Context: an optimization exercise on an open-source flow, tuned for a short achievable clock period and low power. The choices shown serve that exercise and are no tape-out recipe. At most, simulation tests tie the RTL to the original design; equivalence was not proved. The flow treats the clock pin as an ideal source, which a real chip does not have. No activity file was given, so power comes from the tool's default toggle rates.

==> run M <==
## macs_axi4s
module macs_axi4s #(
    parameter NUM_MACS = 8
) (
    input reset,
    input clk,
    input wire s_axis_tvalid,
    output reg s_axis_tready,
    input wire [127:0] s_axis_tdata,    
    output wire [127:0] m_axis_tdata,   
    output reg m_axis_tvalid,
    input wire m_axis_tready,
    input wire [15:0] s_axis_tkeep,
    output wire [15:0] m_axis_tkeep,
    input wire s_axis_tlast,
    output reg m_axis_tlast
);
export LEC_CHECK = 0
export CAP_MARGIN = 0
export CORE_MARGIN = 2
export CORE_UTILIZATION = 40
export CTS_BUF_LIST = sky130_fd_sc_hd__clkbuf_4 sky130_fd_sc_hd__clkbuf_8
export GPL_ROUTABILITY_DRIVEN = 0
export GPL_TIMING_DRIVEN = 0
export SETUP_SLACK_MARGIN = 0.1
export SLEW_MARGIN = 0
export SYNTH_HIERARCHICAL = 1
create_clock -name core_clock -period 5.0 [get_ports {clk}]
standard.sh (not shown) runs the stock make flow with config.mk's settings and CLKGATE_MAP_FILE= SYNTH_SCRIPT=/design/flow/synth_recipe.tcl, a recipe that flattens the netlist after the stock synthesis.
==> flow/flow/run.sh <==
#!/bin/bash
# Own layout flow: the standard flow, run in two parts.
#  1. the standard synthesis, unchanged;
#  2. the rest of the standard flow, with the clock tree built by flow/pre_cts.tcl
#     (sourced by ORFS before its CTS step, which it then leaves alone), plus any extra
#     ORFS make variables listed one per line in flow/extra_vars.txt.
# Each part's full output goes to its own log file in the work folder.
set -euo pipefail
bash standard.sh synth > flow_synth.log 2>&1
CTS="-sink_clustering_enable -repair_clock_nets -dont_use_dummy_load"
CTS="$CTS -buf_list {sky130_fd_sc_hd__clkbuf_4 sky130_fd_sc_hd__clkbuf_8}"
EXTRA=()
if [[ -f flow/extra_vars.txt ]]; then
  mapfile -t EXTRA < <(grep -v '^#' flow/extra_vars.txt | grep . || true)
fi
bash standard.sh "CTS_ARGS=$CTS" "PRE_CTS_TCL=$(pwd)/flow/pre_cts.tcl" "${EXTRA[@]}" finish > flow_layout.log 2>&1
==> flow/flow/extra_vars.txt <==
RECOVER_POWER=100
BUFFER_PORTS_ARGS=-buffer_cell sky130_fd_sc_hd__buf_1
Other scripts of this flow, unchanged in this note and not shown: flow/flow/pre_cts.tcl
==> run Z: changes against run M <==
--- a/flow/design.v
+++ b/flow/design.v
@@ -22,10 +22,11 @@
     wire en;
     wire [7:0] d, w;
     mac_en acc_en (.s_axis_tvalid(s_axis_tvalid), .m_axis_tready(m_axis_tready), .reset(reset), .en(en));
     mac_iso iso (.en(en), .a(data), .b(weight), .ya(d), .yb(w));
     reg [15:0] s;
+    reg [0:0] c;
     wire [7:0] pp0 = d & {8{w[0]}};
     wire [7:0] pp1 = d & {8{w[1]}};
     wire [7:0] pp2 = d & {8{w[2]}};
     wire [7:0] pp3 = d & {8{w[3]}};
     wire [7:0] pp4 = d & {8{w[4]}};
@@ -46,12 +47,12 @@
     wire u12 = pp6[1] & pp7[0];
     wire t13 = pp1[7] ^ pp2[6] ^ pp3[5];
     wire u14 = (pp1[7] & pp2[6]) | (pp1[7] & pp3[5]) | (pp2[6] & pp3[5]);
     wire t15 = pp4[4] ^ pp5[3] ^ pp6[2];
     wire u16 = (pp4[4] & pp5[3]) | (pp4[4] & pp6[2]) | (pp5[3] & pp6[2]);
-    wire t17 = pp7[1] ^ s[8];
-    wire u18 = pp7[1] & s[8];
+    wire t17 = pp7[1] ^ s[8] ^ c[0];
+    wire u18 = (pp7[1] & s[8]) | (pp7[1] & c[0]) | (s[8] & c[0]);
     wire t19 = pp2[7] ^ pp3[6] ^ pp4[5];
     wire u20 = (pp2[7] & pp3[6]) | (pp2[7] & pp4[5]) | (pp3[6] & pp4[5]);
     wire t21 = pp5[4] ^ pp6[3] ^ pp7[2];
     wire u22 = (pp5[4] & pp6[3]) | (pp5[4] & pp7[2]) | (pp6[3] & pp7[2]);
     wire t23 = pp3[7] ^ pp4[6] ^ pp5[5];
@@ -144,20 +145,22 @@
     wire u110 = (u82 & t83) | (u82 & s[13]) | (t83 & s[13]);
     wire t111 = u84 ^ pp7[7] ^ s[14];
     wire u112 = (u84 & pp7[7]) | (u84 & s[14]) | (pp7[7] & s[14]);
     wire [15:0] x = {u112, u110, u108, u106, u104, u102, u100, u98, u96, u94, u92, u90, u88, u86, t85, pp0[0]};
     wire [15:0] y = {s[15], t111, t109, t107, t105, t103, t101, t99, t97, t95, t93, t91, t89, t87, s[1], s[0]};
-    wire [8:0] lo = {1'b0, x[7:0]} + {1'b0, y[7:0]};
-    wire [7:0] hi0 = x[15:8] + y[15:8];
-    wire [7:0] hi1 = x[15:8] + y[15:8] + 8'd1;
-    wire [15:0] s_next = {lo[8] ? hi1 : hi0, lo[7:0]};
-    assign acc = s;
+    wire [8:0] blk0 = {1'b0, x[7:0]} + {1'b0, y[7:0]};
+    wire [8:0] blk1 = {1'b0, x[15:8]} + {1'b0, y[15:8]};
+    wire [15:0] s_next = {blk1[7:0], blk0[7:0]};
+    wire [0:0] c_next = {blk0[8]};
+    assign acc = s + ({15'd0, c[0]} << 8);
     always @(posedge clk)
         if (en) begin
             s <= s_next;
+            c <= c_next;
         end else begin
             s <= s & {16{reset}};
+            c <= c & {1{reset}};
         end
 endmodule
 `timescale 1ns / 1ps
 module macs_axi4s #(
     parameter NUM_MACS = 8
==> flow/flow/extra_vars.txt (replaced) <==
RECOVER_POWER=100
==> run G: changes against run M <==
--- a/flow/design.v
+++ b/flow/design.v
@@ -22,10 +22,11 @@
     wire en;
     wire [7:0] d, w;
     mac_en acc_en (.s_axis_tvalid(s_axis_tvalid), .m_axis_tready(m_axis_tready), .reset(reset), .en(en));
     mac_iso iso (.en(en), .a(data), .b(weight), .ya(d), .yb(w));
     reg [15:0] s;
+    reg [0:0] c;
     wire [7:0] pp0 = d & {8{w[0]}};
     wire [7:0] pp1 = d & {8{w[1]}};
     wire [7:0] pp2 = d & {8{w[2]}};
     wire [7:0] pp3 = d & {8{w[3]}};
     wire [7:0] pp4 = d & {8{w[4]}};
@@ -46,12 +47,12 @@
     wire u12 = pp6[1] & pp7[0];
     wire t13 = pp1[7] ^ pp2[6] ^ pp3[5];
     wire u14 = (pp1[7] & pp2[6]) | (pp1[7] & pp3[5]) | (pp2[6] & pp3[5]);
     wire t15 = pp4[4] ^ pp5[3] ^ pp6[2];
     wire u16 = (pp4[4] & pp5[3]) | (pp4[4] & pp6[2]) | (pp5[3] & pp6[2]);
-    wire t17 = pp7[1] ^ s[8];
-    wire u18 = pp7[1] & s[8];
+    wire t17 = pp7[1] ^ s[8] ^ c[0];
+    wire u18 = (pp7[1] & s[8]) | (pp7[1] & c[0]) | (s[8] & c[0]);
     wire t19 = pp2[7] ^ pp3[6] ^ pp4[5];
     wire u20 = (pp2[7] & pp3[6]) | (pp2[7] & pp4[5]) | (pp3[6] & pp4[5]);
     wire t21 = pp5[4] ^ pp6[3] ^ pp7[2];
     wire u22 = (pp5[4] & pp6[3]) | (pp5[4] & pp7[2]) | (pp6[3] & pp7[2]);
     wire t23 = pp3[7] ^ pp4[6] ^ pp5[5];
@@ -144,20 +145,22 @@
     wire u110 = (u82 & t83) | (u82 & s[13]) | (t83 & s[13]);
     wire t111 = u84 ^ pp7[7] ^ s[14];
     wire u112 = (u84 & pp7[7]) | (u84 & s[14]) | (pp7[7] & s[14]);
     wire [15:0] x = {u112, u110, u108, u106, u104, u102, u100, u98, u96, u94, u92, u90, u88, u86, t85, pp0[0]};
     wire [15:0] y = {s[15], t111, t109, t107, t105, t103, t101, t99, t97, t95, t93, t91, t89, t87, s[1], s[0]};
-    wire [8:0] lo = {1'b0, x[7:0]} + {1'b0, y[7:0]};
-    wire [7:0] hi0 = x[15:8] + y[15:8];
-    wire [7:0] hi1 = x[15:8] + y[15:8] + 8'd1;
-    wire [15:0] s_next = {lo[8] ? hi1 : hi0, lo[7:0]};
-    assign acc = s;
+    wire [8:0] blk0 = {1'b0, x[7:0]} + {1'b0, y[7:0]};
+    wire [8:0] blk1 = {1'b0, x[15:8]} + {1'b0, y[15:8]};
+    wire [15:0] s_next = {blk1[7:0], blk0[7:0]};
+    wire [0:0] c_next = {blk0[8]};
+    assign acc = s + ({15'd0, c[0]} << 8);
     always @(posedge clk)
         if (en) begin
             s <= s_next;
+            c <= c_next;
         end else begin
             s <= s & {16{reset}};
+            c <= c & {1{reset}};
         end
 endmodule
 `timescale 1ns / 1ps
 module macs_axi4s #(
     parameter NUM_MACS = 8
==> run summary <==
metric	run M	run G	run Z
Total clock network power	653 µW	668 µW	660 µW
Post-synthesis share of cell area spent on full adders, half adders and majority gates	41.6%	42.1%	42.1%
Setup TNS Final	-12.70 ns	0 ns	0 ns
Internal power component	1500 µW	1510 µW	1590 µW
Critical R2R Capture	lane[3].mac_i.s[15]	lane[0].mac_i.s[15]	lane[4].mac_i.s[13]
Largest net degree at the start of global routing	16	19	19
Synthesized area	24900 µm²	25000 µm²	25000 µm²
Routed met2 length	31.7 mm	29.6 mm	31.7 mm
Post-CTS setup buffer count	140	5	13
Wl on met1	29.2 mm	29.1 mm	29.0 mm
Simple-gate area share of the yosys netlist	24.9%	22.3%	22.3%
Final worst path period need	5.56 ns	4.91 ns	4.90 ns
Final WL	65.6 mm	62.1 mm	64.7 mm
Sequential element share of the synthesized area	10.6%	11.1%	11.1%
Flop2flop setup slack	0.91 ns	1.11 ns	1.04 ns
Slew HR	33.4%	27.8%	48.3%
Global-route usage over all layers	20.5%	19.1%	20.0%
Final core utilization	50.1%	46.1%	49.2%
Combinational group share of total power	22.3%	18.4%	21.5%
Crit path to	lane[6].mac_i.s[15]	lane[0].mac_i.s[15]	lane[4].mac_i.s[13]
Status	failed layout checks	finished clean	finished clean
Layout check failures	setup timing	-	-
Final clock skew	0.0555 ns	0.0688 ns	0.0582 ns
For run M, only the layout was checked, not whether the RTL still works.

==> what the ideal ports hide <==
The results above use ideal ports. As a check the final layouts listed here were re-extracted and re-timed, cells and wires unchanged. Step 1, drivers: a clkbuf_16 drives clk and a buf_2 each remaining input, both assumed. Step 2 also shifts input and output timing later by t, the mid clock arrival at the registers, as if the neighbouring blocks saw the same clock. Slacks: ideal / step 1 / step 2; pairs: ideal / step 1.
run | t (ns) | setup WS [ns] | clock arrival spread, ns | worst data-port slew with drivers (ns)
run M | 0.512 | -0.564 / -0.574 / -1.086 | 0.066 / 0.066 | 0.17
run Z | 0.536 | 0.099 / 0.069 / -0.467 | 0.059 / 0.058 | 0.22
run G | 0.553 | 0.090 / 0.056 / -0.498 | 0.121 / 0.121 | 0.19
With both steps, setup timing fails in run Z and run G, where it was met with ideal ports. The setup slack of run G, which loses most, moves by -0.034 ns with the drivers and by -0.588 ns with both steps.
